Source: an optimization exercise on an open RTL-to-GDS flow (aim: small area and a short achievable clock period). Production flows keep margins and buffers that such runs may drop.
The RTL was checked by simulation tests, not by an equivalence proof against the original design.

**run.sh**
```bash
#!/bin/bash
# synth_recipe.tcl (not shown) runs the flow's synth.tcl, then flattens the netlist and writes it again
# the make line also repeats each setting of config.mk as NAME=value (left out here)
make -C /OpenROAD-flow-scripts/flow DESIGN_CONFIG=/design/flow/config.mk WORK_HOME=/design/flow/orfs CLKGATE_MAP_FILE= SYNTH_SCRIPT=/design/flow/synth_recipe.tcl finish
```
**config.mk**
```make
export PLATFORM = sky130hd
export DESIGN_NAME = dsp
export DESIGN_NICKNAME = dsp
export VERILOG_FILES = /design/flow/design.v
export SDC_FILE = /design/flow/constraint.sdc
export NUM_CORES = 4
export LEC_CHECK = 0
export CAP_MARGIN = 20
export CORE_MARGIN = 2
export CORE_UTILIZATION = 40
export SLEW_MARGIN = 20
```
**constraint.sdc**
```tcl
create_clock -name core_clock -period 8.5 [get_ports {clk}]
set_input_delay 1.7000 -clock core_clock [delete_from_list [all_inputs] [get_ports {clk}]]
set_output_delay 1.7000 -clock core_clock [all_outputs]
set_load 0.01 [all_outputs]
```
**design.v**
```verilog
module two_multipliers_one_adder(
A0,
A1,
B0,
B1,
clk,
sel_sum,
sel_pair,
sel_x,
P
);
input [17:0] A0;
input [17:0] A1;
input [17:0] B0;
input [17:0] B1;
input clk;
input sel_sum;
input sel_pair;
input sel_x;
output [71:0] P;
reg [17:0] A0_registered;
reg [17:0] A1_registered;
reg [8:0] B0_one, B0_two, B0_neg, B1_one, B1_two, B1_neg;
reg B0_b17, B1_b17;
wire [8:0] b0_one, b0_two, b0_neg, b1_one, b1_two, b1_neg;
wire b0_b17, b1_b17;
booth18 e0(.b(B0), .one(b0_one), .two(b0_two), .neg(b0_neg), .b17(b0_b17));
booth18 e1(.b(B1), .one(b1_one), .two(b1_two), .neg(b1_neg), .b17(b1_b17));
wire [36:0] xs_w, xc_w, ys_w, yc_w;
reg [36:0] xs, xc, ys, yc;
mul18cs mx(.a(A0_registered), .one(B0_one), .two(B0_two), .neg(B0_neg), .b17(B0_b17),
           .s(xs_w), .c(xc_w));
mul18cs my(.a(A1_registered), .one(B1_one), .two(B1_two), .neg(B1_neg), .b17(B1_b17),
           .s(ys_w), .c(yc_w));
always @(posedge clk) begin
    A0_registered <= A0;
    A1_registered <= A1;
    B0_one <= b0_one; B0_two <= b0_two; B0_neg <= b0_neg; B0_b17 <= b0_b17;
    B1_one <= b1_one; B1_two <= b1_two; B1_neg <= b1_neg; B1_b17 <= b1_b17;
    xs <= xs_w;
    xc <= xc_w;
    ys <= ys_w;
    yc <= yc_w;
end
wire [35:0] A0xB0 = xs[35:0] + xc[35:0];
wire [35:0] A1xB1 = ys[35:0] + yc[35:0];
wire [36:0] t1s = xs ^ xc ^ ys;
wire [36:0] t1c = (xs & xc) | (xs & ys) | (xc & ys);
wire [36:0] t1cs = {t1c[35:0], 1'b0};
wire [36:0] t2s = t1s ^ t1cs ^ yc;
wire [36:0] t2c = (t1s & t1cs) | (t1s & yc) | (t1cs & yc);
wire [36:0] tempsum = t2s + {t2c[35:0], 1'b0};
assign P[71:37] = {35{sel_pair}} & A0xB0[35:1];
assign P[36]    = (sel_pair & A0xB0[0]) | (sel_sum & tempsum[36]);
assign P[35:0]  = ({36{sel_pair}} & A1xB1) | ({36{sel_sum}} & tempsum[35:0])
                | ({36{sel_x}} & A0xB0);
endmodule
module booth18(b, one, two, neg, b17);
  input [17:0] b;
  output [8:0] one;
  output [8:0] two;
  output [8:0] neg;
  output b17;
  wire [18:0] bx = {b, 1'b0};
  genvar k;
  generate for (k = 0; k < 9; k = k + 1) begin : dig
    wire b2 = bx[2*k+2], b1 = bx[2*k+1], b0 = bx[2*k];
    assign one[k] = b1 ^ b0;
    assign two[k] = (b2 & ~b1 & ~b0) | (~b2 & b1 & b0);
    assign neg[k] = b2;
  end endgenerate
  assign b17 = b[17];
endmodule
module mul18cs(a, one, two, neg, b17, s, c);
  input [17:0] a;
  input [8:0] one;
  input [8:0] two;
  input [8:0] neg;
  input b17;
  output [36:0] s;
  output [36:0] c;
  wire v0_0 = ((one[0] & a[0])) ^ neg[0];
  wire v0_1 = ((one[0] & a[1]) | (two[0] & a[0])) ^ neg[0];
  wire v0_2 = ((one[0] & a[2]) | (two[0] & a[1])) ^ neg[0];
  wire v0_3 = ((one[0] & a[3]) | (two[0] & a[2])) ^ neg[0];
  wire v0_4 = ((one[0] & a[4]) | (two[0] & a[3])) ^ neg[0];
  wire v0_5 = ((one[0] & a[5]) | (two[0] & a[4])) ^ neg[0];
  wire v0_6 = ((one[0] & a[6]) | (two[0] & a[5])) ^ neg[0];
  wire v0_7 = ((one[0] & a[7]) | (two[0] & a[6])) ^ neg[0];
  wire v0_8 = ((one[0] & a[8]) | (two[0] & a[7])) ^ neg[0];
  wire v0_9 = ((one[0] & a[9]) | (two[0] & a[8])) ^ neg[0];
  wire v0_10 = ((one[0] & a[10]) | (two[0] & a[9])) ^ neg[0];
  wire v0_11 = ((one[0] & a[11]) | (two[0] & a[10])) ^ neg[0];
  wire v0_12 = ((one[0] & a[12]) | (two[0] & a[11])) ^ neg[0];
  wire v0_13 = ((one[0] & a[13]) | (two[0] & a[12])) ^ neg[0];
  wire v0_14 = ((one[0] & a[14]) | (two[0] & a[13])) ^ neg[0];
  wire v0_15 = ((one[0] & a[15]) | (two[0] & a[14])) ^ neg[0];
  wire v0_16 = ((one[0] & a[16]) | (two[0] & a[15])) ^ neg[0];
  wire v0_17 = ((one[0] & a[17]) | (two[0] & a[16])) ^ neg[0];
  wire v0_18 = ((two[0] & a[17])) ^ neg[0];
  wire ns0 = ~neg[0];
  wire v1_0 = ((one[1] & a[0])) ^ neg[1];
  wire v1_1 = ((one[1] & a[1]) | (two[1] & a[0])) ^ neg[1];
  wire v1_2 = ((one[1] & a[2]) | (two[1] & a[1])) ^ neg[1];
  wire v1_3 = ((one[1] & a[3]) | (two[1] & a[2])) ^ neg[1];
  wire v1_4 = ((one[1] & a[4]) | (two[1] & a[3])) ^ neg[1];
  wire v1_5 = ((one[1] & a[5]) | (two[1] & a[4])) ^ neg[1];
  wire v1_6 = ((one[1] & a[6]) | (two[1] & a[5])) ^ neg[1];
  wire v1_7 = ((one[1] & a[7]) | (two[1] & a[6])) ^ neg[1];
  wire v1_8 = ((one[1] & a[8]) | (two[1] & a[7])) ^ neg[1];
  wire v1_9 = ((one[1] & a[9]) | (two[1] & a[8])) ^ neg[1];
  wire v1_10 = ((one[1] & a[10]) | (two[1] & a[9])) ^ neg[1];
  wire v1_11 = ((one[1] & a[11]) | (two[1] & a[10])) ^ neg[1];
  wire v1_12 = ((one[1] & a[12]) | (two[1] & a[11])) ^ neg[1];
  wire v1_13 = ((one[1] & a[13]) | (two[1] & a[12])) ^ neg[1];
  wire v1_14 = ((one[1] & a[14]) | (two[1] & a[13])) ^ neg[1];
  wire v1_15 = ((one[1] & a[15]) | (two[1] & a[14])) ^ neg[1];
  wire v1_16 = ((one[1] & a[16]) | (two[1] & a[15])) ^ neg[1];
  wire v1_17 = ((one[1] & a[17]) | (two[1] & a[16])) ^ neg[1];
  wire v1_18 = ((two[1] & a[17])) ^ neg[1];
  wire ns1 = ~neg[1];
  wire v2_0 = ((one[2] & a[0])) ^ neg[2];
  wire v2_1 = ((one[2] & a[1]) | (two[2] & a[0])) ^ neg[2];
  wire v2_2 = ((one[2] & a[2]) | (two[2] & a[1])) ^ neg[2];
  wire v2_3 = ((one[2] & a[3]) | (two[2] & a[2])) ^ neg[2];
  wire v2_4 = ((one[2] & a[4]) | (two[2] & a[3])) ^ neg[2];
  wire v2_5 = ((one[2] & a[5]) | (two[2] & a[4])) ^ neg[2];
  wire v2_6 = ((one[2] & a[6]) | (two[2] & a[5])) ^ neg[2];
  wire v2_7 = ((one[2] & a[7]) | (two[2] & a[6])) ^ neg[2];
  wire v2_8 = ((one[2] & a[8]) | (two[2] & a[7])) ^ neg[2];
  wire v2_9 = ((one[2] & a[9]) | (two[2] & a[8])) ^ neg[2];
  wire v2_10 = ((one[2] & a[10]) | (two[2] & a[9])) ^ neg[2];
  wire v2_11 = ((one[2] & a[11]) | (two[2] & a[10])) ^ neg[2];
  wire v2_12 = ((one[2] & a[12]) | (two[2] & a[11])) ^ neg[2];
  wire v2_13 = ((one[2] & a[13]) | (two[2] & a[12])) ^ neg[2];
  wire v2_14 = ((one[2] & a[14]) | (two[2] & a[13])) ^ neg[2];
  wire v2_15 = ((one[2] & a[15]) | (two[2] & a[14])) ^ neg[2];
  wire v2_16 = ((one[2] & a[16]) | (two[2] & a[15])) ^ neg[2];
  wire v2_17 = ((one[2] & a[17]) | (two[2] & a[16])) ^ neg[2];
  wire v2_18 = ((two[2] & a[17])) ^ neg[2];
  wire ns2 = ~neg[2];
  wire v3_0 = ((one[3] & a[0])) ^ neg[3];
  wire v3_1 = ((one[3] & a[1]) | (two[3] & a[0])) ^ neg[3];
  wire v3_2 = ((one[3] & a[2]) | (two[3] & a[1])) ^ neg[3];
  wire v3_3 = ((one[3] & a[3]) | (two[3] & a[2])) ^ neg[3];
  wire v3_4 = ((one[3] & a[4]) | (two[3] & a[3])) ^ neg[3];
  wire v3_5 = ((one[3] & a[5]) | (two[3] & a[4])) ^ neg[3];
  wire v3_6 = ((one[3] & a[6]) | (two[3] & a[5])) ^ neg[3];
  wire v3_7 = ((one[3] & a[7]) | (two[3] & a[6])) ^ neg[3];
  wire v3_8 = ((one[3] & a[8]) | (two[3] & a[7])) ^ neg[3];
  wire v3_9 = ((one[3] & a[9]) | (two[3] & a[8])) ^ neg[3];
  wire v3_10 = ((one[3] & a[10]) | (two[3] & a[9])) ^ neg[3];
  wire v3_11 = ((one[3] & a[11]) | (two[3] & a[10])) ^ neg[3];
  wire v3_12 = ((one[3] & a[12]) | (two[3] & a[11])) ^ neg[3];
  wire v3_13 = ((one[3] & a[13]) | (two[3] & a[12])) ^ neg[3];
  wire v3_14 = ((one[3] & a[14]) | (two[3] & a[13])) ^ neg[3];
  wire v3_15 = ((one[3] & a[15]) | (two[3] & a[14])) ^ neg[3];
  wire v3_16 = ((one[3] & a[16]) | (two[3] & a[15])) ^ neg[3];
  wire v3_17 = ((one[3] & a[17]) | (two[3] & a[16])) ^ neg[3];
  wire v3_18 = ((two[3] & a[17])) ^ neg[3];
  wire ns3 = ~neg[3];
  wire v4_0 = ((one[4] & a[0])) ^ neg[4];
  wire v4_1 = ((one[4] & a[1]) | (two[4] & a[0])) ^ neg[4];
  wire v4_2 = ((one[4] & a[2]) | (two[4] & a[1])) ^ neg[4];
  wire v4_3 = ((one[4] & a[3]) | (two[4] & a[2])) ^ neg[4];
  wire v4_4 = ((one[4] & a[4]) | (two[4] & a[3])) ^ neg[4];
  wire v4_5 = ((one[4] & a[5]) | (two[4] & a[4])) ^ neg[4];
  wire v4_6 = ((one[4] & a[6]) | (two[4] & a[5])) ^ neg[4];
  wire v4_7 = ((one[4] & a[7]) | (two[4] & a[6])) ^ neg[4];
  wire v4_8 = ((one[4] & a[8]) | (two[4] & a[7])) ^ neg[4];
  wire v4_9 = ((one[4] & a[9]) | (two[4] & a[8])) ^ neg[4];
  wire v4_10 = ((one[4] & a[10]) | (two[4] & a[9])) ^ neg[4];
  wire v4_11 = ((one[4] & a[11]) | (two[4] & a[10])) ^ neg[4];
  wire v4_12 = ((one[4] & a[12]) | (two[4] & a[11])) ^ neg[4];
  wire v4_13 = ((one[4] & a[13]) | (two[4] & a[12])) ^ neg[4];
  wire v4_14 = ((one[4] & a[14]) | (two[4] & a[13])) ^ neg[4];
  wire v4_15 = ((one[4] & a[15]) | (two[4] & a[14])) ^ neg[4];
  wire v4_16 = ((one[4] & a[16]) | (two[4] & a[15])) ^ neg[4];
  wire v4_17 = ((one[4] & a[17]) | (two[4] & a[16])) ^ neg[4];
  wire v4_18 = ((two[4] & a[17])) ^ neg[4];
  wire ns4 = ~neg[4];
  wire v5_0 = ((one[5] & a[0])) ^ neg[5];
  wire v5_1 = ((one[5] & a[1]) | (two[5] & a[0])) ^ neg[5];
  wire v5_2 = ((one[5] & a[2]) | (two[5] & a[1])) ^ neg[5];
  wire v5_3 = ((one[5] & a[3]) | (two[5] & a[2])) ^ neg[5];
  wire v5_4 = ((one[5] & a[4]) | (two[5] & a[3])) ^ neg[5];
  wire v5_5 = ((one[5] & a[5]) | (two[5] & a[4])) ^ neg[5];
  wire v5_6 = ((one[5] & a[6]) | (two[5] & a[5])) ^ neg[5];
  wire v5_7 = ((one[5] & a[7]) | (two[5] & a[6])) ^ neg[5];
  wire v5_8 = ((one[5] & a[8]) | (two[5] & a[7])) ^ neg[5];
  wire v5_9 = ((one[5] & a[9]) | (two[5] & a[8])) ^ neg[5];
  wire v5_10 = ((one[5] & a[10]) | (two[5] & a[9])) ^ neg[5];
  wire v5_11 = ((one[5] & a[11]) | (two[5] & a[10])) ^ neg[5];
  wire v5_12 = ((one[5] & a[12]) | (two[5] & a[11])) ^ neg[5];
  wire v5_13 = ((one[5] & a[13]) | (two[5] & a[12])) ^ neg[5];
  wire v5_14 = ((one[5] & a[14]) | (two[5] & a[13])) ^ neg[5];
  wire v5_15 = ((one[5] & a[15]) | (two[5] & a[14])) ^ neg[5];
  wire v5_16 = ((one[5] & a[16]) | (two[5] & a[15])) ^ neg[5];
  wire v5_17 = ((one[5] & a[17]) | (two[5] & a[16])) ^ neg[5];
  wire v5_18 = ((two[5] & a[17])) ^ neg[5];
  wire ns5 = ~neg[5];
  wire v6_0 = ((one[6] & a[0])) ^ neg[6];
  wire v6_1 = ((one[6] & a[1]) | (two[6] & a[0])) ^ neg[6];
  wire v6_2 = ((one[6] & a[2]) | (two[6] & a[1])) ^ neg[6];
  wire v6_3 = ((one[6] & a[3]) | (two[6] & a[2])) ^ neg[6];
  wire v6_4 = ((one[6] & a[4]) | (two[6] & a[3])) ^ neg[6];
  wire v6_5 = ((one[6] & a[5]) | (two[6] & a[4])) ^ neg[6];
  wire v6_6 = ((one[6] & a[6]) | (two[6] & a[5])) ^ neg[6];
  wire v6_7 = ((one[6] & a[7]) | (two[6] & a[6])) ^ neg[6];
  wire v6_8 = ((one[6] & a[8]) | (two[6] & a[7])) ^ neg[6];
  wire v6_9 = ((one[6] & a[9]) | (two[6] & a[8])) ^ neg[6];
  wire v6_10 = ((one[6] & a[10]) | (two[6] & a[9])) ^ neg[6];
  wire v6_11 = ((one[6] & a[11]) | (two[6] & a[10])) ^ neg[6];
  wire v6_12 = ((one[6] & a[12]) | (two[6] & a[11])) ^ neg[6];
  wire v6_13 = ((one[6] & a[13]) | (two[6] & a[12])) ^ neg[6];
  wire v6_14 = ((one[6] & a[14]) | (two[6] & a[13])) ^ neg[6];
  wire v6_15 = ((one[6] & a[15]) | (two[6] & a[14])) ^ neg[6];
  wire v6_16 = ((one[6] & a[16]) | (two[6] & a[15])) ^ neg[6];
  wire v6_17 = ((one[6] & a[17]) | (two[6] & a[16])) ^ neg[6];
  wire v6_18 = ((two[6] & a[17])) ^ neg[6];
  wire ns6 = ~neg[6];
  wire v7_0 = ((one[7] & a[0])) ^ neg[7];
  wire v7_1 = ((one[7] & a[1]) | (two[7] & a[0])) ^ neg[7];
  wire v7_2 = ((one[7] & a[2]) | (two[7] & a[1])) ^ neg[7];
  wire v7_3 = ((one[7] & a[3]) | (two[7] & a[2])) ^ neg[7];
  wire v7_4 = ((one[7] & a[4]) | (two[7] & a[3])) ^ neg[7];
  wire v7_5 = ((one[7] & a[5]) | (two[7] & a[4])) ^ neg[7];
  wire v7_6 = ((one[7] & a[6]) | (two[7] & a[5])) ^ neg[7];
  wire v7_7 = ((one[7] & a[7]) | (two[7] & a[6])) ^ neg[7];
  wire v7_8 = ((one[7] & a[8]) | (two[7] & a[7])) ^ neg[7];
  wire v7_9 = ((one[7] & a[9]) | (two[7] & a[8])) ^ neg[7];
  wire v7_10 = ((one[7] & a[10]) | (two[7] & a[9])) ^ neg[7];
  wire v7_11 = ((one[7] & a[11]) | (two[7] & a[10])) ^ neg[7];
  wire v7_12 = ((one[7] & a[12]) | (two[7] & a[11])) ^ neg[7];
  wire v7_13 = ((one[7] & a[13]) | (two[7] & a[12])) ^ neg[7];
  wire v7_14 = ((one[7] & a[14]) | (two[7] & a[13])) ^ neg[7];
  wire v7_15 = ((one[7] & a[15]) | (two[7] & a[14])) ^ neg[7];
  wire v7_16 = ((one[7] & a[16]) | (two[7] & a[15])) ^ neg[7];
  wire v7_17 = ((one[7] & a[17]) | (two[7] & a[16])) ^ neg[7];
  wire v7_18 = ((two[7] & a[17])) ^ neg[7];
  wire ns7 = ~neg[7];
  wire v8_0 = ((one[8] & a[0])) ^ neg[8];
  wire v8_1 = ((one[8] & a[1]) | (two[8] & a[0])) ^ neg[8];
  wire v8_2 = ((one[8] & a[2]) | (two[8] & a[1])) ^ neg[8];
  wire v8_3 = ((one[8] & a[3]) | (two[8] & a[2])) ^ neg[8];
  wire v8_4 = ((one[8] & a[4]) | (two[8] & a[3])) ^ neg[8];
  wire v8_5 = ((one[8] & a[5]) | (two[8] & a[4])) ^ neg[8];
  wire v8_6 = ((one[8] & a[6]) | (two[8] & a[5])) ^ neg[8];
  wire v8_7 = ((one[8] & a[7]) | (two[8] & a[6])) ^ neg[8];
  wire v8_8 = ((one[8] & a[8]) | (two[8] & a[7])) ^ neg[8];
  wire v8_9 = ((one[8] & a[9]) | (two[8] & a[8])) ^ neg[8];
  wire v8_10 = ((one[8] & a[10]) | (two[8] & a[9])) ^ neg[8];
  wire v8_11 = ((one[8] & a[11]) | (two[8] & a[10])) ^ neg[8];
  wire v8_12 = ((one[8] & a[12]) | (two[8] & a[11])) ^ neg[8];
  wire v8_13 = ((one[8] & a[13]) | (two[8] & a[12])) ^ neg[8];
  wire v8_14 = ((one[8] & a[14]) | (two[8] & a[13])) ^ neg[8];
  wire v8_15 = ((one[8] & a[15]) | (two[8] & a[14])) ^ neg[8];
  wire v8_16 = ((one[8] & a[16]) | (two[8] & a[15])) ^ neg[8];
  wire v8_17 = ((one[8] & a[17]) | (two[8] & a[16])) ^ neg[8];
  wire v8_18 = ((two[8] & a[17])) ^ neg[8];
  wire ns8 = ~neg[8];
  wire r9_0 = b17 & a[0];
  wire r9_1 = b17 & a[1];
  wire r9_2 = b17 & a[2];
  wire r9_3 = b17 & a[3];
  wire r9_4 = b17 & a[4];
  wire r9_5 = b17 & a[5];
  wire r9_6 = b17 & a[6];
  wire r9_7 = b17 & a[7];
  wire r9_8 = b17 & a[8];
  wire r9_9 = b17 & a[9];
  wire r9_10 = b17 & a[10];
  wire r9_11 = b17 & a[11];
  wire r9_12 = b17 & a[12];
  wire r9_13 = b17 & a[13];
  wire r9_14 = b17 & a[14];
  wire r9_15 = b17 & a[15];
  wire r9_16 = b17 & a[16];
  wire r9_17 = b17 & a[17];
  wire hs0 = v0_16 ^ v1_14;
  wire hc0 = v0_16 & v1_14;
  wire hs1 = v0_17 ^ v1_15;
  wire hc1 = v0_17 & v1_15;
  wire fs0 = v0_18 ^ v1_16 ^ v2_14;
  wire fc0 = (v0_18 & v1_16) | (v0_18 & v2_14) | (v1_16 & v2_14);
  wire fs1 = ns0 ^ v1_17 ^ v2_15;
  wire fc1 = (ns0 & v1_17) | (ns0 & v2_15) | (v1_17 & v2_15);
  wire hs2 = v3_13 ^ v4_11;
  wire hc2 = v3_13 & v4_11;
  wire fs2 = v1_18 ^ v2_16 ^ v3_14;
  wire fc2 = (v1_18 & v2_16) | (v1_18 & v3_14) | (v2_16 & v3_14);
  wire hs3 = v4_12 ^ v5_10;
  wire hc3 = v4_12 & v5_10;
  wire fs3 = ns1 ^ v2_17 ^ v3_15;
  wire fc3 = (ns1 & v2_17) | (ns1 & v3_15) | (v2_17 & v3_15);
  wire hs4 = v2_18 ^ v3_16;
  wire hc4 = v2_18 & v3_16;
  wire hs5 = v0_10 ^ v1_8;
  wire hc5 = v0_10 & v1_8;
  wire hs6 = v0_11 ^ v1_9;
  wire hc6 = v0_11 & v1_9;
  wire fs4 = v0_12 ^ v1_10 ^ v2_8;
  wire fc4 = (v0_12 & v1_10) | (v0_12 & v2_8) | (v1_10 & v2_8);
  wire hs7 = v3_6 ^ v4_4;
  wire hc7 = v3_6 & v4_4;
  wire fs5 = v0_13 ^ v1_11 ^ v2_9;
  wire fc5 = (v0_13 & v1_11) | (v0_13 & v2_9) | (v1_11 & v2_9);
  wire hs8 = v3_7 ^ v4_5;
  wire hc8 = v3_7 & v4_5;
  wire fs6 = v0_14 ^ v1_12 ^ v2_10;
  wire fc6 = (v0_14 & v1_12) | (v0_14 & v2_10) | (v1_12 & v2_10);
  wire fs7 = v3_8 ^ v4_6 ^ v5_4;
  wire fc7 = (v3_8 & v4_6) | (v3_8 & v5_4) | (v4_6 & v5_4);
  wire hs9 = v6_2 ^ v7_0;
  wire hc9 = v6_2 & v7_0;
  wire fs8 = v0_15 ^ v1_13 ^ v2_11;
  wire fc8 = (v0_15 & v1_13) | (v0_15 & v2_11) | (v1_13 & v2_11);
  wire fs9 = v3_9 ^ v4_7 ^ v5_5;
  wire fc9 = (v3_9 & v4_7) | (v3_9 & v5_5) | (v4_7 & v5_5);
  wire hs10 = v6_3 ^ v7_1;
  wire hc10 = v6_3 & v7_1;
  wire fs10 = v2_12 ^ v3_10 ^ v4_8;
  wire fc10 = (v2_12 & v3_10) | (v2_12 & v4_8) | (v3_10 & v4_8);
  wire fs11 = v5_6 ^ v6_4 ^ v7_2;
  wire fc11 = (v5_6 & v6_4) | (v5_6 & v7_2) | (v6_4 & v7_2);
  wire fs12 = v8_0 ^ neg[8] ^ hs0;
  wire fc12 = (v8_0 & neg[8]) | (v8_0 & hs0) | (neg[8] & hs0);
  wire fs13 = v2_13 ^ v3_11 ^ v4_9;
  wire fc13 = (v2_13 & v3_11) | (v2_13 & v4_9) | (v3_11 & v4_9);
  wire fs14 = v5_7 ^ v6_5 ^ v7_3;
  wire fc14 = (v5_7 & v6_5) | (v5_7 & v7_3) | (v6_5 & v7_3);
  wire fs15 = v8_1 ^ hc0 ^ hs1;
  wire fc15 = (v8_1 & hc0) | (v8_1 & hs1) | (hc0 & hs1);
  wire fs16 = v3_12 ^ v4_10 ^ v5_8;
  wire fc16 = (v3_12 & v4_10) | (v3_12 & v5_8) | (v4_10 & v5_8);
  wire fs17 = v6_6 ^ v7_4 ^ v8_2;
  wire fc17 = (v6_6 & v7_4) | (v6_6 & v8_2) | (v7_4 & v8_2);
  wire fs18 = r9_0 ^ hc1 ^ fs0;
  wire fc18 = (r9_0 & hc1) | (r9_0 & fs0) | (hc1 & fs0);
  wire fs19 = v5_9 ^ v6_7 ^ v7_5;
  wire fc19 = (v5_9 & v6_7) | (v5_9 & v7_5) | (v6_7 & v7_5);
  wire fs20 = v8_3 ^ r9_1 ^ 1'b1;
  wire fc20 = (v8_3 & r9_1) | (v8_3 & 1'b1) | (r9_1 & 1'b1);
  wire fs21 = fc0 ^ fs1 ^ hs2;
  wire fc21 = (fc0 & fs1) | (fc0 & hs2) | (fs1 & hs2);
  wire fs22 = v6_8 ^ v7_6 ^ v8_4;
  wire fc22 = (v6_8 & v7_6) | (v6_8 & v8_4) | (v7_6 & v8_4);
  wire fs23 = r9_2 ^ 1'b1 ^ fc1;
  wire fc23 = (r9_2 & 1'b1) | (r9_2 & fc1) | (1'b1 & fc1);
  wire fs24 = hc2 ^ fs2 ^ hs3;
  wire fc24 = (hc2 & fs2) | (hc2 & hs3) | (fs2 & hs3);
  wire fs25 = v4_13 ^ v5_11 ^ v6_9;
  wire fc25 = (v4_13 & v5_11) | (v4_13 & v6_9) | (v5_11 & v6_9);
  wire fs26 = v7_7 ^ v8_5 ^ r9_3;
  wire fc26 = (v7_7 & v8_5) | (v7_7 & r9_3) | (v8_5 & r9_3);
  wire fs27 = fc2 ^ hc3 ^ fs3;
  wire fc27 = (fc2 & hc3) | (fc2 & fs3) | (hc3 & fs3);
  wire fs28 = v4_14 ^ v5_12 ^ v6_10;
  wire fc28 = (v4_14 & v5_12) | (v4_14 & v6_10) | (v5_12 & v6_10);
  wire fs29 = v7_8 ^ v8_6 ^ r9_4;
  wire fc29 = (v7_8 & v8_6) | (v7_8 & r9_4) | (v8_6 & r9_4);
  wire fs30 = 1'b1 ^ fc3 ^ hs4;
  wire fc30 = (1'b1 & fc3) | (1'b1 & hs4) | (fc3 & hs4);
  wire fs31 = ns2 ^ v3_17 ^ v4_15;
  wire fc31 = (ns2 & v3_17) | (ns2 & v4_15) | (v3_17 & v4_15);
  wire fs32 = v5_13 ^ v6_11 ^ v7_9;
  wire fc32 = (v5_13 & v6_11) | (v5_13 & v7_9) | (v6_11 & v7_9);
  wire fs33 = v8_7 ^ r9_5 ^ hc4;
  wire fc33 = (v8_7 & r9_5) | (v8_7 & hc4) | (r9_5 & hc4);
  wire fs34 = v3_18 ^ v4_16 ^ v5_14;
  wire fc34 = (v3_18 & v4_16) | (v3_18 & v5_14) | (v4_16 & v5_14);
  wire fs35 = v6_12 ^ v7_10 ^ v8_8;
  wire fc35 = (v6_12 & v7_10) | (v6_12 & v8_8) | (v7_10 & v8_8);
  wire hs11 = r9_6 ^ 1'b1;
  wire hc11 = r9_6 & 1'b1;
  wire fs36 = ns3 ^ v4_17 ^ v5_15;
  wire fc36 = (ns3 & v4_17) | (ns3 & v5_15) | (v4_17 & v5_15);
  wire fs37 = v6_13 ^ v7_11 ^ v8_9;
  wire fc37 = (v6_13 & v7_11) | (v6_13 & v8_9) | (v7_11 & v8_9);
  wire fs38 = v4_18 ^ v5_16 ^ v6_14;
  wire fc38 = (v4_18 & v5_16) | (v4_18 & v6_14) | (v5_16 & v6_14);
  wire hs12 = v7_12 ^ v8_10;
  wire hc12 = v7_12 & v8_10;
  wire fs39 = ns4 ^ v5_17 ^ v6_15;
  wire fc39 = (ns4 & v5_17) | (ns4 & v6_15) | (v5_17 & v6_15);
  wire hs13 = v5_18 ^ v6_16;
  wire hc13 = v5_18 & v6_16;
  wire hs14 = v0_6 ^ v1_4;
  wire hc14 = v0_6 & v1_4;
  wire hs15 = v0_7 ^ v1_5;
  wire hc15 = v0_7 & v1_5;
  wire fs40 = v0_8 ^ v1_6 ^ v2_4;
  wire fc40 = (v0_8 & v1_6) | (v0_8 & v2_4) | (v1_6 & v2_4);
  wire hs16 = v3_2 ^ v4_0;
  wire hc16 = v3_2 & v4_0;
  wire fs41 = v0_9 ^ v1_7 ^ v2_5;
  wire fc41 = (v0_9 & v1_7) | (v0_9 & v2_5) | (v1_7 & v2_5);
  wire hs17 = v3_3 ^ v4_1;
  wire hc17 = v3_3 & v4_1;
  wire fs42 = v2_6 ^ v3_4 ^ v4_2;
  wire fc42 = (v2_6 & v3_4) | (v2_6 & v4_2) | (v3_4 & v4_2);
  wire fs43 = v5_0 ^ neg[5] ^ hs5;
  wire fc43 = (v5_0 & neg[5]) | (v5_0 & hs5) | (neg[5] & hs5);
  wire fs44 = v2_7 ^ v3_5 ^ v4_3;
  wire fc44 = (v2_7 & v3_5) | (v2_7 & v4_3) | (v3_5 & v4_3);
  wire fs45 = v5_1 ^ hc5 ^ hs6;
  wire fc45 = (v5_1 & hc5) | (v5_1 & hs6) | (hc5 & hs6);
  wire fs46 = v5_2 ^ v6_0 ^ neg[6];
  wire fc46 = (v5_2 & v6_0) | (v5_2 & neg[6]) | (v6_0 & neg[6]);
  wire fs47 = hc6 ^ fs4 ^ hs7;
  wire fc47 = (hc6 & fs4) | (hc6 & hs7) | (fs4 & hs7);
  wire fs48 = v5_3 ^ v6_1 ^ fc4;
  wire fc48 = (v5_3 & v6_1) | (v5_3 & fc4) | (v6_1 & fc4);
  wire fs49 = hc7 ^ fs5 ^ hs8;
  wire fc49 = (hc7 & fs5) | (hc7 & hs8) | (fs5 & hs8);
  wire fs50 = neg[7] ^ fc5 ^ hc8;
  wire fc50 = (neg[7] & fc5) | (neg[7] & hc8) | (fc5 & hc8);
  wire fs51 = fs6 ^ fs7 ^ hs9;
  wire fc51 = (fs6 & fs7) | (fs6 & hs9) | (fs7 & hs9);
  wire fs52 = fc6 ^ fc7 ^ hc9;
  wire fc52 = (fc6 & fc7) | (fc6 & hc9) | (fc7 & hc9);
  wire fs53 = fs8 ^ fs9 ^ hs10;
  wire fc53 = (fs8 & fs9) | (fs8 & hs10) | (fs9 & hs10);
  wire fs54 = fc8 ^ fc9 ^ hc10;
  wire fc54 = (fc8 & fc9) | (fc8 & hc10) | (fc9 & hc10);
  wire fs55 = fs10 ^ fs11 ^ fs12;
  wire fc55 = (fs10 & fs11) | (fs10 & fs12) | (fs11 & fs12);
  wire fs56 = fc10 ^ fc11 ^ fc12;
  wire fc56 = (fc10 & fc11) | (fc10 & fc12) | (fc11 & fc12);
  wire fs57 = fs13 ^ fs14 ^ fs15;
  wire fc57 = (fs13 & fs14) | (fs13 & fs15) | (fs14 & fs15);
  wire fs58 = fc13 ^ fc14 ^ fc15;
  wire fc58 = (fc13 & fc14) | (fc13 & fc15) | (fc14 & fc15);
  wire fs59 = fs16 ^ fs17 ^ fs18;
  wire fc59 = (fs16 & fs17) | (fs16 & fs18) | (fs17 & fs18);
  wire fs60 = fc16 ^ fc17 ^ fc18;
  wire fc60 = (fc16 & fc17) | (fc16 & fc18) | (fc17 & fc18);
  wire fs61 = fs19 ^ fs20 ^ fs21;
  wire fc61 = (fs19 & fs20) | (fs19 & fs21) | (fs20 & fs21);
  wire fs62 = fc19 ^ fc20 ^ fc21;
  wire fc62 = (fc19 & fc20) | (fc19 & fc21) | (fc20 & fc21);
  wire fs63 = fs22 ^ fs23 ^ fs24;
  wire fc63 = (fs22 & fs23) | (fs22 & fs24) | (fs23 & fs24);
  wire fs64 = fc22 ^ fc23 ^ fc24;
  wire fc64 = (fc22 & fc23) | (fc22 & fc24) | (fc23 & fc24);
  wire fs65 = fs25 ^ fs26 ^ fs27;
  wire fc65 = (fs25 & fs26) | (fs25 & fs27) | (fs26 & fs27);
  wire fs66 = fc25 ^ fc26 ^ fc27;
  wire fc66 = (fc25 & fc26) | (fc25 & fc27) | (fc26 & fc27);
  wire fs67 = fs28 ^ fs29 ^ fs30;
  wire fc67 = (fs28 & fs29) | (fs28 & fs30) | (fs29 & fs30);
  wire fs68 = fc28 ^ fc29 ^ fc30;
  wire fc68 = (fc28 & fc29) | (fc28 & fc30) | (fc29 & fc30);
  wire fs69 = fs31 ^ fs32 ^ fs33;
  wire fc69 = (fs31 & fs32) | (fs31 & fs33) | (fs32 & fs33);
  wire fs70 = fc31 ^ fc32 ^ fc33;
  wire fc70 = (fc31 & fc32) | (fc31 & fc33) | (fc32 & fc33);
  wire fs71 = fs34 ^ fs35 ^ hs11;
  wire fc71 = (fs34 & fs35) | (fs34 & hs11) | (fs35 & hs11);
  wire fs72 = r9_7 ^ fc34 ^ fc35;
  wire fc72 = (r9_7 & fc34) | (r9_7 & fc35) | (fc34 & fc35);
  wire fs73 = hc11 ^ fs36 ^ fs37;
  wire fc73 = (hc11 & fs36) | (hc11 & fs37) | (fs36 & fs37);
  wire fs74 = r9_8 ^ 1'b1 ^ fc36;
  wire fc74 = (r9_8 & 1'b1) | (r9_8 & fc36) | (1'b1 & fc36);
  wire fs75 = fc37 ^ fs38 ^ hs12;
  wire fc75 = (fc37 & fs38) | (fc37 & hs12) | (fs38 & hs12);
  wire fs76 = v7_13 ^ v8_11 ^ r9_9;
  wire fc76 = (v7_13 & v8_11) | (v7_13 & r9_9) | (v8_11 & r9_9);
  wire fs77 = fc38 ^ hc12 ^ fs39;
  wire fc77 = (fc38 & hc12) | (fc38 & fs39) | (hc12 & fs39);
  wire fs78 = v7_14 ^ v8_12 ^ r9_10;
  wire fc78 = (v7_14 & v8_12) | (v7_14 & r9_10) | (v8_12 & r9_10);
  wire fs79 = 1'b1 ^ fc39 ^ hs13;
  wire fc79 = (1'b1 & fc39) | (1'b1 & hs13) | (fc39 & hs13);
  wire fs80 = ns5 ^ v6_17 ^ v7_15;
  wire fc80 = (ns5 & v6_17) | (ns5 & v7_15) | (v6_17 & v7_15);
  wire fs81 = v8_13 ^ r9_11 ^ hc13;
  wire fc81 = (v8_13 & r9_11) | (v8_13 & hc13) | (r9_11 & hc13);
  wire fs82 = v6_18 ^ v7_16 ^ v8_14;
  wire fc82 = (v6_18 & v7_16) | (v6_18 & v8_14) | (v7_16 & v8_14);
  wire hs18 = r9_12 ^ 1'b1;
  wire hc18 = r9_12 & 1'b1;
  wire fs83 = ns6 ^ v7_17 ^ v8_15;
  wire fc83 = (ns6 & v7_17) | (ns6 & v8_15) | (v7_17 & v8_15);
  wire hs19 = v7_18 ^ v8_16;
  wire hc19 = v7_18 & v8_16;
  wire hs20 = v0_4 ^ v1_2;
  wire hc20 = v0_4 & v1_2;
  wire hs21 = v0_5 ^ v1_3;
  wire hc21 = v0_5 & v1_3;
  wire fs84 = v2_2 ^ v3_0 ^ neg[3];
  wire fc84 = (v2_2 & v3_0) | (v2_2 & neg[3]) | (v3_0 & neg[3]);
  wire fs85 = v2_3 ^ v3_1 ^ hc14;
  wire fc85 = (v2_3 & v3_1) | (v2_3 & hc14) | (v3_1 & hc14);
  wire fs86 = neg[4] ^ hc15 ^ fs40;
  wire fc86 = (neg[4] & hc15) | (neg[4] & fs40) | (hc15 & fs40);
  wire fs87 = fc40 ^ hc16 ^ fs41;
  wire fc87 = (fc40 & hc16) | (fc40 & fs41) | (hc16 & fs41);
  wire fs88 = fc41 ^ hc17 ^ fs42;
  wire fc88 = (fc41 & hc17) | (fc41 & fs42) | (hc17 & fs42);
  wire fs89 = fc42 ^ fc43 ^ fs44;
  wire fc89 = (fc42 & fc43) | (fc42 & fs44) | (fc43 & fs44);
  wire fs90 = fc44 ^ fc45 ^ fs46;
  wire fc90 = (fc44 & fc45) | (fc44 & fs46) | (fc45 & fs46);
  wire fs91 = fc46 ^ fc47 ^ fs48;
  wire fc91 = (fc46 & fc47) | (fc46 & fs48) | (fc47 & fs48);
  wire fs92 = fc48 ^ fc49 ^ fs50;
  wire fc92 = (fc48 & fc49) | (fc48 & fs50) | (fc49 & fs50);
  wire fs93 = fc50 ^ fc51 ^ fs52;
  wire fc93 = (fc50 & fc51) | (fc50 & fs52) | (fc51 & fs52);
  wire fs94 = fc52 ^ fc53 ^ fs54;
  wire fc94 = (fc52 & fc53) | (fc52 & fs54) | (fc53 & fs54);
  wire fs95 = fc54 ^ fc55 ^ fs56;
  wire fc95 = (fc54 & fc55) | (fc54 & fs56) | (fc55 & fs56);
  wire fs96 = fc56 ^ fc57 ^ fs58;
  wire fc96 = (fc56 & fc57) | (fc56 & fs58) | (fc57 & fs58);
  wire fs97 = fc58 ^ fc59 ^ fs60;
  wire fc97 = (fc58 & fc59) | (fc58 & fs60) | (fc59 & fs60);
  wire fs98 = fc60 ^ fc61 ^ fs62;
  wire fc98 = (fc60 & fc61) | (fc60 & fs62) | (fc61 & fs62);
  wire fs99 = fc62 ^ fc63 ^ fs64;
  wire fc99 = (fc62 & fc63) | (fc62 & fs64) | (fc63 & fs64);
  wire fs100 = fc64 ^ fc65 ^ fs66;
  wire fc100 = (fc64 & fc65) | (fc64 & fs66) | (fc65 & fs66);
  wire fs101 = fc66 ^ fc67 ^ fs68;
  wire fc101 = (fc66 & fc67) | (fc66 & fs68) | (fc67 & fs68);
  wire fs102 = fc68 ^ fc69 ^ fs70;
  wire fc102 = (fc68 & fc69) | (fc68 & fs70) | (fc69 & fs70);
  wire fs103 = fc70 ^ fc71 ^ fs72;
  wire fc103 = (fc70 & fc71) | (fc70 & fs72) | (fc71 & fs72);
  wire fs104 = fc72 ^ fc73 ^ fs74;
  wire fc104 = (fc72 & fc73) | (fc72 & fs74) | (fc73 & fs74);
  wire fs105 = fc74 ^ fc75 ^ fs76;
  wire fc105 = (fc74 & fc75) | (fc74 & fs76) | (fc75 & fs76);
  wire fs106 = fc76 ^ fc77 ^ fs78;
  wire fc106 = (fc76 & fc77) | (fc76 & fs78) | (fc77 & fs78);
  wire fs107 = fc78 ^ fc79 ^ fs80;
  wire fc107 = (fc78 & fc79) | (fc78 & fs80) | (fc79 & fs80);
  wire fs108 = fc80 ^ fc81 ^ fs82;
  wire fc108 = (fc80 & fc81) | (fc80 & fs82) | (fc81 & fs82);
  wire fs109 = r9_13 ^ fc82 ^ hc18;
  wire fc109 = (r9_13 & fc82) | (r9_13 & hc18) | (fc82 & hc18);
  wire fs110 = r9_14 ^ 1'b1 ^ fc83;
  wire fc110 = (r9_14 & 1'b1) | (r9_14 & fc83) | (1'b1 & fc83);
  wire fs111 = ns7 ^ v8_17 ^ r9_15;
  wire fc111 = (ns7 & v8_17) | (ns7 & r9_15) | (v8_17 & r9_15);
  wire hs22 = v8_18 ^ r9_16;
  wire hc22 = v8_18 & r9_16;
  wire hs23 = v0_2 ^ v1_0;
  wire hc23 = v0_2 & v1_0;
  wire hs24 = v0_3 ^ v1_1;
  wire hc24 = v0_3 & v1_1;
  wire fs112 = v2_0 ^ neg[2] ^ hs20;
  wire fc112 = (v2_0 & neg[2]) | (v2_0 & hs20) | (neg[2] & hs20);
  wire fs113 = v2_1 ^ hc20 ^ hs21;
  wire fc113 = (v2_1 & hc20) | (v2_1 & hs21) | (hc20 & hs21);
  wire fs114 = hs14 ^ hc21 ^ fs84;
  wire fc114 = (hs14 & hc21) | (hs14 & fs84) | (hc21 & fs84);
  wire fs115 = hs15 ^ fc84 ^ fs85;
  wire fc115 = (hs15 & fc84) | (hs15 & fs85) | (fc84 & fs85);
  wire fs116 = hs16 ^ fc85 ^ fs86;
  wire fc116 = (hs16 & fc85) | (hs16 & fs86) | (fc85 & fs86);
  wire fs117 = hs17 ^ fc86 ^ fs87;
  wire fc117 = (hs17 & fc86) | (hs17 & fs87) | (fc86 & fs87);
  wire fs118 = fs43 ^ fc87 ^ fs88;
  wire fc118 = (fs43 & fc87) | (fs43 & fs88) | (fc87 & fs88);
  wire fs119 = fs45 ^ fc88 ^ fs89;
  wire fc119 = (fs45 & fc88) | (fs45 & fs89) | (fc88 & fs89);
  wire fs120 = fs47 ^ fc89 ^ fs90;
  wire fc120 = (fs47 & fc89) | (fs47 & fs90) | (fc89 & fs90);
  wire fs121 = fs49 ^ fc90 ^ fs91;
  wire fc121 = (fs49 & fc90) | (fs49 & fs91) | (fc90 & fs91);
  wire fs122 = fs51 ^ fc91 ^ fs92;
  wire fc122 = (fs51 & fc91) | (fs51 & fs92) | (fc91 & fs92);
  wire fs123 = fs53 ^ fc92 ^ fs93;
  wire fc123 = (fs53 & fc92) | (fs53 & fs93) | (fc92 & fs93);
  wire fs124 = fs55 ^ fc93 ^ fs94;
  wire fc124 = (fs55 & fc93) | (fs55 & fs94) | (fc93 & fs94);
  wire fs125 = fs57 ^ fc94 ^ fs95;
  wire fc125 = (fs57 & fc94) | (fs57 & fs95) | (fc94 & fs95);
  wire fs126 = fs59 ^ fc95 ^ fs96;
  wire fc126 = (fs59 & fc95) | (fs59 & fs96) | (fc95 & fs96);
  wire fs127 = fs61 ^ fc96 ^ fs97;
  wire fc127 = (fs61 & fc96) | (fs61 & fs97) | (fc96 & fs97);
  wire fs128 = fs63 ^ fc97 ^ fs98;
  wire fc128 = (fs63 & fc97) | (fs63 & fs98) | (fc97 & fs98);
  wire fs129 = fs65 ^ fc98 ^ fs99;
  wire fc129 = (fs65 & fc98) | (fs65 & fs99) | (fc98 & fs99);
  wire fs130 = fs67 ^ fc99 ^ fs100;
  wire fc130 = (fs67 & fc99) | (fs67 & fs100) | (fc99 & fs100);
  wire fs131 = fs69 ^ fc100 ^ fs101;
  wire fc131 = (fs69 & fc100) | (fs69 & fs101) | (fc100 & fs101);
  wire fs132 = fs71 ^ fc101 ^ fs102;
  wire fc132 = (fs71 & fc101) | (fs71 & fs102) | (fc101 & fs102);
  wire fs133 = fs73 ^ fc102 ^ fs103;
  wire fc133 = (fs73 & fc102) | (fs73 & fs103) | (fc102 & fs103);
  wire fs134 = fs75 ^ fc103 ^ fs104;
  wire fc134 = (fs75 & fc103) | (fs75 & fs104) | (fc103 & fs104);
  wire fs135 = fs77 ^ fc104 ^ fs105;
  wire fc135 = (fs77 & fc104) | (fs77 & fs105) | (fc104 & fs105);
  wire fs136 = fs79 ^ fc105 ^ fs106;
  wire fc136 = (fs79 & fc105) | (fs79 & fs106) | (fc105 & fs106);
  wire fs137 = fs81 ^ fc106 ^ fs107;
  wire fc137 = (fs81 & fc106) | (fs81 & fs107) | (fc106 & fs107);
  wire fs138 = hs18 ^ fc107 ^ fs108;
  wire fc138 = (hs18 & fc107) | (hs18 & fs108) | (fc107 & fs108);
  wire fs139 = fs83 ^ fc108 ^ fs109;
  wire fc139 = (fs83 & fc108) | (fs83 & fs109) | (fc108 & fs109);
  wire fs140 = hs19 ^ fc109 ^ fs110;
  wire fc140 = (hs19 & fc109) | (hs19 & fs110) | (fc109 & fs110);
  wire fs141 = hc19 ^ fc110 ^ fs111;
  wire fc141 = (hc19 & fc110) | (hc19 & fs111) | (fc110 & fs111);
  wire fs142 = 1'b1 ^ fc111 ^ hs22;
  wire fc142 = (1'b1 & fc111) | (1'b1 & hs22) | (fc111 & hs22);
  wire fs143 = ns8 ^ r9_17 ^ hc22;
  wire fc143 = (ns8 & r9_17) | (ns8 & hc22) | (r9_17 & hc22);
  assign s[0] = v0_0;
  assign c[0] = neg[0];
  assign s[1] = v0_1;
  assign c[1] = 1'b0;
  assign s[2] = neg[1];
  assign c[2] = hs23;
  assign s[3] = hc23;
  assign c[3] = hs24;
  assign s[4] = hc24;
  assign c[4] = fs112;
  assign s[5] = fc112;
  assign c[5] = fs113;
  assign s[6] = fc113;
  assign c[6] = fs114;
  assign s[7] = fc114;
  assign c[7] = fs115;
  assign s[8] = fc115;
  assign c[8] = fs116;
  assign s[9] = fc116;
  assign c[9] = fs117;
  assign s[10] = fc117;
  assign c[10] = fs118;
  assign s[11] = fc118;
  assign c[11] = fs119;
  assign s[12] = fc119;
  assign c[12] = fs120;
  assign s[13] = fc120;
  assign c[13] = fs121;
  assign s[14] = fc121;
  assign c[14] = fs122;
  assign s[15] = fc122;
  assign c[15] = fs123;
  assign s[16] = fc123;
  assign c[16] = fs124;
  assign s[17] = fc124;
  assign c[17] = fs125;
  assign s[18] = fc125;
  assign c[18] = fs126;
  assign s[19] = fc126;
  assign c[19] = fs127;
  assign s[20] = fc127;
  assign c[20] = fs128;
  assign s[21] = fc128;
  assign c[21] = fs129;
  assign s[22] = fc129;
  assign c[22] = fs130;
  assign s[23] = fc130;
  assign c[23] = fs131;
  assign s[24] = fc131;
  assign c[24] = fs132;
  assign s[25] = fc132;
  assign c[25] = fs133;
  assign s[26] = fc133;
  assign c[26] = fs134;
  assign s[27] = fc134;
  assign c[27] = fs135;
  assign s[28] = fc135;
  assign c[28] = fs136;
  assign s[29] = fc136;
  assign c[29] = fs137;
  assign s[30] = fc137;
  assign c[30] = fs138;
  assign s[31] = fc138;
  assign c[31] = fs139;
  assign s[32] = fc139;
  assign c[32] = fs140;
  assign s[33] = fc140;
  assign c[33] = fs141;
  assign s[34] = fc141;
  assign c[34] = fs142;
  assign s[35] = fc142;
  assign c[35] = fs143;
  assign s[36] = 1'b1;
  assign c[36] = fc143;
endmodule
module accumulate(
A0,
B0,
C0,
clk,
add_previous,
reset,
mode_0,
S
);
input [71:0] A0;
input [71:0] B0;
input [43:0] C0;
input clk;
input reset;
input add_previous;
input mode_0;
output [143:0] S;
reg [35:0] A0_reg;
reg [35:0] B0_reg;
reg [143:0] S_temp;
wire pass = mode_0 & ~reset;
wire acc  = ~mode_0 & ~reset;
wire [43:0] x = {8'd0, A0_reg};
wire [43:0] y = {8'd0, B0_reg};
wire [43:0] cs_s = x ^ y ^ C0;
wire [43:0] cs_c = (x & y) | (x & C0) | (y & C0);
wire [43:0] with_prev = cs_s + {cs_c[42:0], 1'b0};
wire [36:0] no_prev = A0_reg + B0_reg;
wire [43:0] accumulated = add_previous ? with_prev : {7'd0, no_prev};
always @(posedge clk) begin
    A0_reg <= A0[35:0];
    B0_reg <= B0[35:0];
    S_temp[143:100] <= ({44{pass}} & {A0[71:28]}) | ({44{acc}} & accumulated);
    S_temp[99:72]   <= {28{pass}} & A0[27:0];
    S_temp[71:0]    <= {72{pass}} & B0;
end
assign S = S_temp;
endmodule
module half_dsp (
A0, A1, B0, B1, C0, C1, D0, D1,
sel_sum, sel_pair, sel_x, mode_0,
from_previous, add_previous, clk, reset,
result
);
input [17:0] A0;
input [17:0] A1;
input [17:0] B0;
input [17:0] B1;
input [17:0] C0;
input [17:0] C1;
input [17:0] D0;
input [17:0] D1;
input sel_sum;
input sel_pair;
input sel_x;
input mode_0;
input [43:0] from_previous;
input add_previous;
input clk;
input reset;
output [143:0] result;
wire [71:0] p0;
wire [71:0] p1;
two_multipliers_one_adder m0(
.A0 (A0), .A1 (A1), .B0 (B0), .B1 (B1),
.clk (clk),
.sel_sum (sel_sum), .sel_pair (sel_pair), .sel_x (sel_x),
.P (p0)
);
two_multipliers_one_adder m1(
.A0 (C0), .A1 (C1), .B0 (D0), .B1 (D1),
.clk (clk),
.sel_sum (sel_sum), .sel_pair (sel_pair), .sel_x (sel_x),
.P (p1)
);
accumulate m2(
.A0 (p0),
.B0 (p1),
.C0 (from_previous),
.add_previous (add_previous),
.S (result),
.clk (clk),
.mode_0 (mode_0),
.reset (reset)
);
endmodule
module dsp (
A0, A1, B0, B1, C0, C1, D0, D1,
E0, E1, F0, F1, G0, G1, H0, H1,
from_previous, add_previous, clk, mode_0, mode_1, reset,
result0, result1
);
input [17:0] A0;
input [17:0] A1;
input [17:0] B0;
input [17:0] B1;
input [17:0] C0;
input [17:0] C1;
input [17:0] D0;
input [17:0] D1;
input [17:0] E0;
input [17:0] E1;
input [17:0] F0;
input [17:0] F1;
input [17:0] G0;
input [17:0] G1;
input [17:0] H0;
input [17:0] H1;
input [43:0] from_previous;
input clk;
input reset;
input mode_0;
input mode_1;
input add_previous;
output [143:0] result0;
output [143:0] result1;
reg reset_d;
reg sel_sum;    
reg sel_pair;   
reg sel_x;      
always @(posedge clk) begin
    reset_d  <= reset;
    sel_sum  <= ~reset & ~reset_d & ~mode_0 & ~mode_1;
    sel_pair <= ~reset & ~reset_d &  mode_0 & ~mode_1;
    sel_x    <= ~reset & ~reset_d &  mode_1;
end
wire sel_sum_e  = sel_sum & ~reset;
wire sel_pair_e = sel_pair & ~reset;
wire sel_x_e    = sel_x & ~reset;
wire [143:0] the_output0;
wire [143:0] the_output1;
half_dsp m0(
.A0 (A0), .A1 (A1), .B0 (B0), .B1 (B1),
.C0 (C0), .C1 (C1), .D0 (D0), .D1 (D1),
.sel_sum (sel_sum_e), .sel_pair (sel_pair_e), .sel_x (sel_x_e),
.mode_0 (mode_0),
.from_previous (from_previous),
.add_previous (add_previous),
.clk (clk),
.reset (reset),
.result (the_output0)
);
half_dsp m1(
.A0 (E0), .A1 (E1), .B0 (F0), .B1 (F1),
.C0 (G0), .C1 (G1), .D0 (H0), .D1 (H1),
.sel_sum (sel_sum_e), .sel_pair (sel_pair_e), .sel_x (sel_x_e),
.mode_0 (mode_0),
.from_previous (the_output0[71:28]),
.add_previous (add_previous),
.clk (clk),
.reset (reset),
.result (the_output1)
);
assign result0 = the_output0;
assign result1 = the_output1;
endmodule
```
==> out/results.env, run 1 <==
FMAXACHIEVABLE_MHz=188
PLACEDCELLCOUNT=17261
SYNTH-EDFF-COUNT=0
GRT_UTIL_ALL_LAYERS_PCT=29.1
CRITICAL-PATH-MAX-STAGE-DELAY_NS=0.52
DETAIL_ROUTE.VIAS_PER_CELL=5.66
CORE-AREA_MM2=0.311
CRITPATHARRIVALTIME_NS=6.05
FINAL_CORE_UTIL_PCT=44.9
REQUIRED_NS=9.25
SYNTH.MOST_COMMON_CELL='inv_1'
SYNTHDISTINCTLIBCELLS=85
YS_TOP_CELLS_BY_COUNT='1551 x inv_1, 1404 x fa_1, 1372 x dfxtp_1, 1281 x a22oi_1, 1227 x xnor2_1'
DRT_ITER0_DRCS=9831
RELSLEWSLACK_PCT=22.4
DIE_WIDTH_UM=563
DIE_HEIGHT_UM=563
WHS_PATH_DEPTH=1
DRT_PASS1_ITERATIONS=6
GPL.FINAL_WEIGHTED_CONGESTION=0.985
WORST_CLOCK_SKEW_NS=0.0415
CTS_TREE='done'
FINAL-MAX-SLEW-VIOLATION-COUNT=0
WORSTMARGINPINSLEW_NS=1.16
FIN_WORST_HOLD_SLACK_NS=0.451
DRIVE_ABOVE_1_SHARE_PCT=3.80
SYN_AVG_CELL_AREA_UM2=9.38
FIN_CRIT_NS=5.31
SYNTH_FP_NETS=15876
SYNTHTOLAYOUTAREAGROWTH_PCT=12.0
OVERFLOW=0
WL_UM=469000
MAPPEDNETLISTAREA_MM2=0.125
YS_WARN_COUNT=3
ANTENNA_FOUND_INITIAL=28
SETUP_VIOL_COUNT_FINAL=0
CTS_RESIZED=0
DESIGN.FINAL.NETS=15858
WORST_PATH_MAX_DELAY_CELL='clkdlybuf4s50_1'
RSZ0062_AT_GRT='false'
POST-DP-HPWL_UM=361000
CLOCK_TREE.HTREE_LEVEL_COUNT=4
VIAS_IN_THE_FIRST_GLOBAL_ROUTE=98710
POST_SYNTH_INST_COUNT=13315
SYNTH_AREA_LEADER_CELL='fa_1'
WORST_HOLD_PATH_TYPE='reg2reg'
FINALCRITPERIODSHARE_PCT=62.4
GRT_START_MAX_NET_PINS=91
FLOORPLAN.DIE_AREA_MM2=0.317
MAX-CLOCK-PATH-BUFFERS=4
DRC=0
REG2REG_DEPTH=16
CP-END-KIND='register'
CRITPATHLAUNCHTYPE='input pin'
BIGGESTREGSBYFLOPS='m0.m2.S_temp x144, m1.m2.S_temp x144'
PLACEMENTROWS=205
POSTCTSSETUPREPAIRBUFS=0
CRITICALPATHCATEGORY='in2reg'
FINALSETUPTNS_NS=0
ANT_NETS=0
STDCELL_COUNT=17595
CTS_MADE_BUFFERS=174
YOSYSSEQAREASHARE_PCT=22.0
YS_DOMINANT_REG_CELL='dfxtp_1'
CTS_HOLD_REPAIR.BUFFERS=0
ASYNCSETRESETFLOPFRACSYNTH_PCT=0
WIRE_LENGTH_OF_THE_FIRST_GLOBAL_ROUTING_PASS_UM=684000
FINALHOLDVIOLATIONS=0
BUFFER_PORTS.INSERTED=624
CTS_ROOT_BUF='clkbuf_16'
SYNTH_SEQ_CELLS=1372
RUN_STATUS='finished clean'
CP_CELL_SEQUENCE='clkdlybuf4s50_1 -> fa_1 -> ha_1 -> fa_1 -> a211oi_1 -> o211ai_1 -> a22o_1 -> a22o_1 -> o21ai_0 -> o2bb2ai_1 -> o2111ai_1 -> nand2_1 -> nand3_1 -> xor2_1 -> o22ai_1'
DRT-WIRELENGTH-PER-CELL_UM=26.7
NFILLCELLS=30079
NUMCLOCKSINKS=1372
INSERTION_DELAY_NS=0.92
MAXCAPVIOLATIONS=0
VIAS=99542
CTS.REPORTEDPATHS.CLKPINSLEW_NS=0.06
STARTING_DENSITY_OF_THE_CORE_PCT=40.1
BOUNDARYPINS=625
SYNTH_TOP_AREA_SHARE_PCT=22.5
CRITPATHMAXFANOUT=4
POST_SYNTH_MAIN_AREA_CONTRIBUTORS='fa_1 23%, dfxtp_1 22%, xnor2_1 8.6%'
## placed cells by master (no fill, tap or decap), types with 122 or more instances in the layout
cell                n
nand2_1           662
clkbuf_16         175
a21o_1            308
fa_1             1404
ha_1              820
xnor2_1          1227
buf_4             122
and2_1            195
o21ai_0           436
dfxtp_1          1371
xor2_1            712
a22oi_1          1281
clkdlybuf4s50_1   622
inv_1            1551
nand3_1           140
nor2_1            397
a21oi_1           509
## routing by layer
| metal | track usage (%) | share of wire, % | wire, um |
|---|---|---|---|
| met1 | 38.8 | 42 | 196000 |
| met4 | 16.3 | 6.5 | 30700 |
| met3 | 4.77 | 7.7 | 36100 |
| met2 | 44.7 | 44 | 206000 |
| met5 | 0 | 0.0096 | 45 |
## cells by family (layout without fill, tap and decap cells)
group	count (synthesis)	after routing	synth area share (%)
muxes	58	58	0.483
other	0	19	0
DFF	1372	1372	22.0
AOI/OAI and AO/OA	3256	3256	18.0
xor gates and xnor gates	1939	1939	13.6
buffers and inverters	2500	2621	7.52
adders and majority gates	2224	2224	30.7
and+or+nand+nor	1966	1966	7.66
## final cells by class
cell class | count | area (um2) | share of cell area [%]
sequential | 1372 | 27500 | 19.6
timing repair buffer | 746 | 7170 | 5.13
inverter | 1560 | 5860 | 4.19
clock buffer | 204 | 4650 | 3.32
multi-input combinational | 9443 | 88100 | 63.0
clock inverter | 111 | 1400 | 0.998
antenna | 19 | 47.5 | 0.0340
tap | 4140 | 5180 | 3.70
## stage by stage
stage | setup slack [ns] | area, um2
finish | 3.19 | 140000
global route | 2.96 | 140000
CTS | 3.22 | 140000
detailed placement | 2.26 | 134000
global placement | 2.30 | 134000
floorplan | 3.49 | 125000
## critical path: cells and delay by family
family	cells	cell delay, ns
AOI/OAI and AO/OA	8	2.05
adders and majority gates	3	1.30
buffers and inverters	1	0.52
and+or+nand+nor	2	0.31
xor gates and xnor gates	1	0.17
## path summary, 6_finish.rpt
check / slack [ns] / startpoint / endpoint
setup reg to reg: 3.41 / m1.m1.xs[10] / m1.m2.S_temp[36]
hold reg to reg: 0.45 / reset_d / sel_sum
hold / removal: 0.45 / reset_d / sel_sum
setup / recovery: 3.19 / from_previous[1] / m0.m2.S_temp[143]
==> inputs of run 2 (changes only) <==
--- a/config.mk
+++ b/config.mk
@@ -8,4 +8,5 @@
 export CAP_MARGIN = 20
 export CORE_MARGIN = 2
 export CORE_UTILIZATION = 40
+export SETUP_SLACK_MARGIN = 4.0
 export SLEW_MARGIN = 20
==> out/results.env, run 2 <==
DESIGN.FINAL.NETS=15923  # was 15858
PLACEDCELLCOUNT=17280  # was 17261
WL_UM=470000  # was 469000 um
ANT_NETS=0  # unchanged
DRT_PASS1_ITERATIONS=7  # was 6
GRT_START_MAX_NET_PINS=67  # was 91
LAYOUT_COMMON_CELLS='1546 x inv_1, 1396 x fa_1, 1349 x dfxtp_1'  # was 1551 x inv_1, 1404 x fa_1, 1371 x dfxtp_1
NFILLCELLS=29980  # was 30079
DIE_WIDTH_UM=563  # unchanged
DRIVE_ABOVE_1_SHARE_PCT=5.27  # was 3.80%
RSZ0062_AT_GRT='true'  # was false
SYN_AVG_CELL_AREA_UM2=9.38  # unchanged
ASYNCSETRESETFLOPFRACSYNTH_PCT=0  # unchanged
FINALSETUPTNS_NS=0  # unchanged
SETUP_VIOL_COUNT_FINAL=0  # unchanged
FINAL_CORE_UTIL_PCT=45.4  # was 44.9%
VIAS_IN_THE_FIRST_GLOBAL_ROUTE=99631  # was 98710
MAPPEDNETLISTAREA_MM2=0.125  # unchanged
FINALHOLDVIOLATIONS=0  # unchanged
REGTOREGSTARTPOINT='m1.m1.ys[12]'  # was m1.m1.xs[10]
PATH_BUF_INV=2  # was 1
MAXCAPVIOLATIONS=0  # unchanged
DRT_ITER0_DRCS=9658  # was 9831
YS_WARN_COUNT=3  # unchanged
FIN_CRIT_NS=4.57  # was 5.31 ns
FINAL-MAX-SLEW-VIOLATION-COUNT=0  # unchanged
CTS_TREE='done'  # unchanged
CLOCK_TREE.HTREE_LEVEL_COUNT=4  # unchanged
WIRE_LENGTH_OF_THE_FIRST_GLOBAL_ROUTING_PASS_UM=686000  # was 684000 um
HOLD_PATH_STARTPOINT='reset_d'  # unchanged
VIAS=99879  # was 99542
YS_DOMINANT_REG_CELL='dfxtp_1'  # unchanged
DRC=0  # unchanged
SYNTH.MOST_COMMON_CELL='inv_1'  # unchanged
MOSTFREQUENTLAYOUTCELL='inv_1'  # unchanged
RUN_STATUS='finished clean'  # unchanged
GRT_UTIL_ALL_LAYERS_PCT=29.1  # about the same
BUFFER_PORTS.INSERTED=624  # unchanged
BOUNDARYPINS=625  # unchanged
CRITPATHMAXFANOUT=4  # unchanged
STDCELL_COUNT=17653  # was 17595
STARTPOINT='m1.m1.ys[12]'  # was from_previous[1]
STARTING_DENSITY_OF_THE_CORE_PCT=40.1  # unchanged
CP_CELL_SEQUENCE='inv_2 -> fa_1 -> fa_1 -> inv_2 -> ha_4 -> a21oi_2 -> or3b_1 -> a31oi_1 -> or4_4 -> o31a_1 -> a311o_2 -> a2111oi_4 -> o41ai_2 -> xor2_1 -> a221o_1 -> and2_1'  # was clkdlybuf4s50_1 -> fa_1 -> ha_1 -> fa_1 -> a211oi_1 -> o211ai_1 -> a22o_1 -> a22o_1 -> o21ai_0 -> o2bb2ai_1 -> o2111ai_1 -> nand2_1 -> nand3_1 -> xor2_1 -> o22ai_1
DRT-WIRELENGTH-PER-CELL_UM=26.6  # was 26.7 um
CP-END-KIND='register'  # unchanged
POST_SYNTH_MAIN_AREA_CONTRIBUTORS='fa_1 23%, dfxtp_1 22%, xnor2_1 8.6%'  # unchanged
CRITPATHLAUNCHTYPE='register'  # was input pin
CORE-AREA_MM2=0.311  # unchanged
SYNTH_TOP_AREA_SHARE_PCT=22.5  # unchanged
CTS_MADE_BUFFERS=173  # was 174
RELSLEWSLACK_PCT=19.2  # was 22.4%
FIN_AREA_MM2=0.141  # was 0.140 mm2
ANTENNA_FOUND_INITIAL=44  # was 28
WORSTMARGINPINSLEW_NS=1.20  # was 1.16 ns
SYNTHDISTINCTLIBCELLS=85  # unchanged
DETAIL_ROUTE.VIAS_PER_CELL=5.66  # about the same
SYNTH_AREA_LEADER_CELL='fa_1'  # unchanged
INSERTION_DELAY_NS=0.90  # was 0.92 ns
CTS.REPORTEDPATHS.CLKPINSLEW_NS=0.06  # about the same
FMAXACHIEVABLE_MHz=219  # was 188 MHz
REQUIRED_NS=9.26  # was 9.25 ns
WORST_PATH_MAX_DELAY_CELL='fa_1'  # was clkdlybuf4s50_1
SYNTH_SEQ_CELLS=1372  # unchanged
DPL-INSTANCE-AREA_MM2=0.134  # about the same
YS_TOP_CELLS_BY_COUNT='1551 x inv_1, 1404 x fa_1, 1372 x dfxtp_1, 1281 x a22oi_1, 1227 x xnor2_1'  # unchanged
SYNTH_FP_NETS=15876  # unchanged
BIGGESTREGSBYFLOPS='m0.m2.S_temp x144, m1.m2.S_temp x144'  # unchanged
PLACEMENTROWS=205  # unchanged
YOSYSSEQAREASHARE_PCT=22.0  # unchanged
GPL.FINAL_WEIGHTED_CONGESTION=0.980  # was 0.985
SYNTH-EDFF-COUNT=0  # unchanged
FINALCRITPERIODSHARE_PCT=53.8  # was 62.4%
SYNTHTOLAYOUTAREAGROWTH_PCT=13.1  # was 12.0%
POST-DP-HPWL_UM=361000  # about the same
WORST_CLOCK_SKEW_NS=0.0462  # was 0.0415 ns
TIMING.REG2REG.SETUP_SLACK_NS=3.93  # was 3.41 ns
CRITICAL-PATH-MAX-STAGE-DELAY_NS=0.54  # was 0.52 ns
POST_SYNTH_INST_COUNT=13315  # unchanged
OVERFLOW=0  # unchanged
CRITPATHARRIVALTIME_NS=5.33  # was 6.05 ns
WORST_PATH_DOMINANT_CELL_FAMILY='compound AO/OA/AOI/OAI gates'  # unchanged
DIE_HEIGHT_UM=563  # unchanged
NUMCLOCKSINKS=1372  # unchanged
CRITICALPATHCATEGORY='reg2reg'  # was in2reg
CTS_ROOT_BUF='clkbuf_16'  # unchanged
WORST_HOLD_PATH_TYPE='reg2reg'  # unchanged
MAX-CLOCK-PATH-BUFFERS=4  # unchanged
FLOORPLAN.DIE_AREA_MM2=0.317  # unchanged
[run 2: cell families (layout without fill, tap and decap cells)]
kind of cell,after synthesis,in the layout,synth area share [%]
AOI/OAI and AO/OA,3256,3256,18.0
buffers and inverters,2500,2684,7.52
other,0,14,0
adders and majority gates,2224,2224,30.7
muxes,58,58,0.483
and+or+nand+nor,1966,1966,7.66
DFF,1372,1372,22.0
xor gates and xnor gates,1939,1939,13.6
[run 2: path summary, 6_finish.rpt]
kind	endpoint	cells past startpoint
setup / recovery	m1.m2.S_temp[33]	16
hold / removal	sel_x	1
hold reg to reg	sel_x	1
setup reg to reg	m1.m2.S_temp[33]	16
[run 2: metal layers]
| metal | vias up | part of all wire, % | GRT usage, % |
|---|---|---|---|
| li1 | 44848 | - | - |
| met1 | 49583 | 41 | 38.4 |
| met2 | 4509 | 43 | 44.3 |
| met3 | 935 | 8.1 | 5.35 |
| met4 | 4 | 7.4 | 17.6 |
| met5 | - | 0.0055 | 0 |
[run 2: area by class of cell]
class / instances / area [um2] / share of cell area (%)
clock buffers: 220 / 4780 / 3.38
repair buffers: 812 / 7670 / 5.43
diodes: 14 / 35.0 / 0.0248
clock inverters: 92 / 1320 / 0.933
multi-input cells: 9443 / 88900 / 62.9
inverters: 1560 / 5870 / 4.16
flip-flops and latches: 1372 / 27500 / 19.5
well taps: 4140 / 5180 / 3.67
[run 2: metrics by stage]
step | hold slack, ns | setup WS, ns
2_1_floorplan | 0.363 | 3.83
4_1_cts | 0.451 | 3.93
5_1_grt | 0.488 | 3.80
3_3_place_gp | 0.439 | 2.85
3_5_place_dp | 0.441 | 2.85
6_report | 0.456 | 3.93
[run 2: timing repair]
item / in CTS / in global routing
pin swaps: 41 / 45
buffers inserted: 23 / 23
endpoints found under the setup margin: 66 / 104
hold buffers: 0 / 0
resized for setup: 81 / 107
gates cloned: 0 / 0
endpoints found under the hold margin: 0 / 0

afterwards: timing with drivers on the ports:
The results above use ideal ports. As a check the final layouts listed here were re-extracted and re-timed, cells and wires unchanged.
Step 1: set_driving_cell puts a clkbuf_16 on clk and a buf_2 on each other input, an assumption about the parent block.
Step 2, shift: input delay + t, output delay - t, t = (earliest + latest rising clock arrival at the registers) / 2. This alone moves slack from input paths to output paths.
Three values: no drivers, after step 1, after step 2; two values: the first two.
run	t (ns)	slack for setup (ns)	worst hold slack (ns)
run 1	1.020	3.193 / 3.277 / 2.257	0.451 / 0.451 / 0.451
run 2	0.983	3.930 / 3.930 / 3.196	0.456 / 0.456 / 0.456
After both steps every run listed still meets setup and hold. For run 1, which loses most, drivers alone change the setup slack by +0.084 ns; drivers and shift together by -0.936 ns.
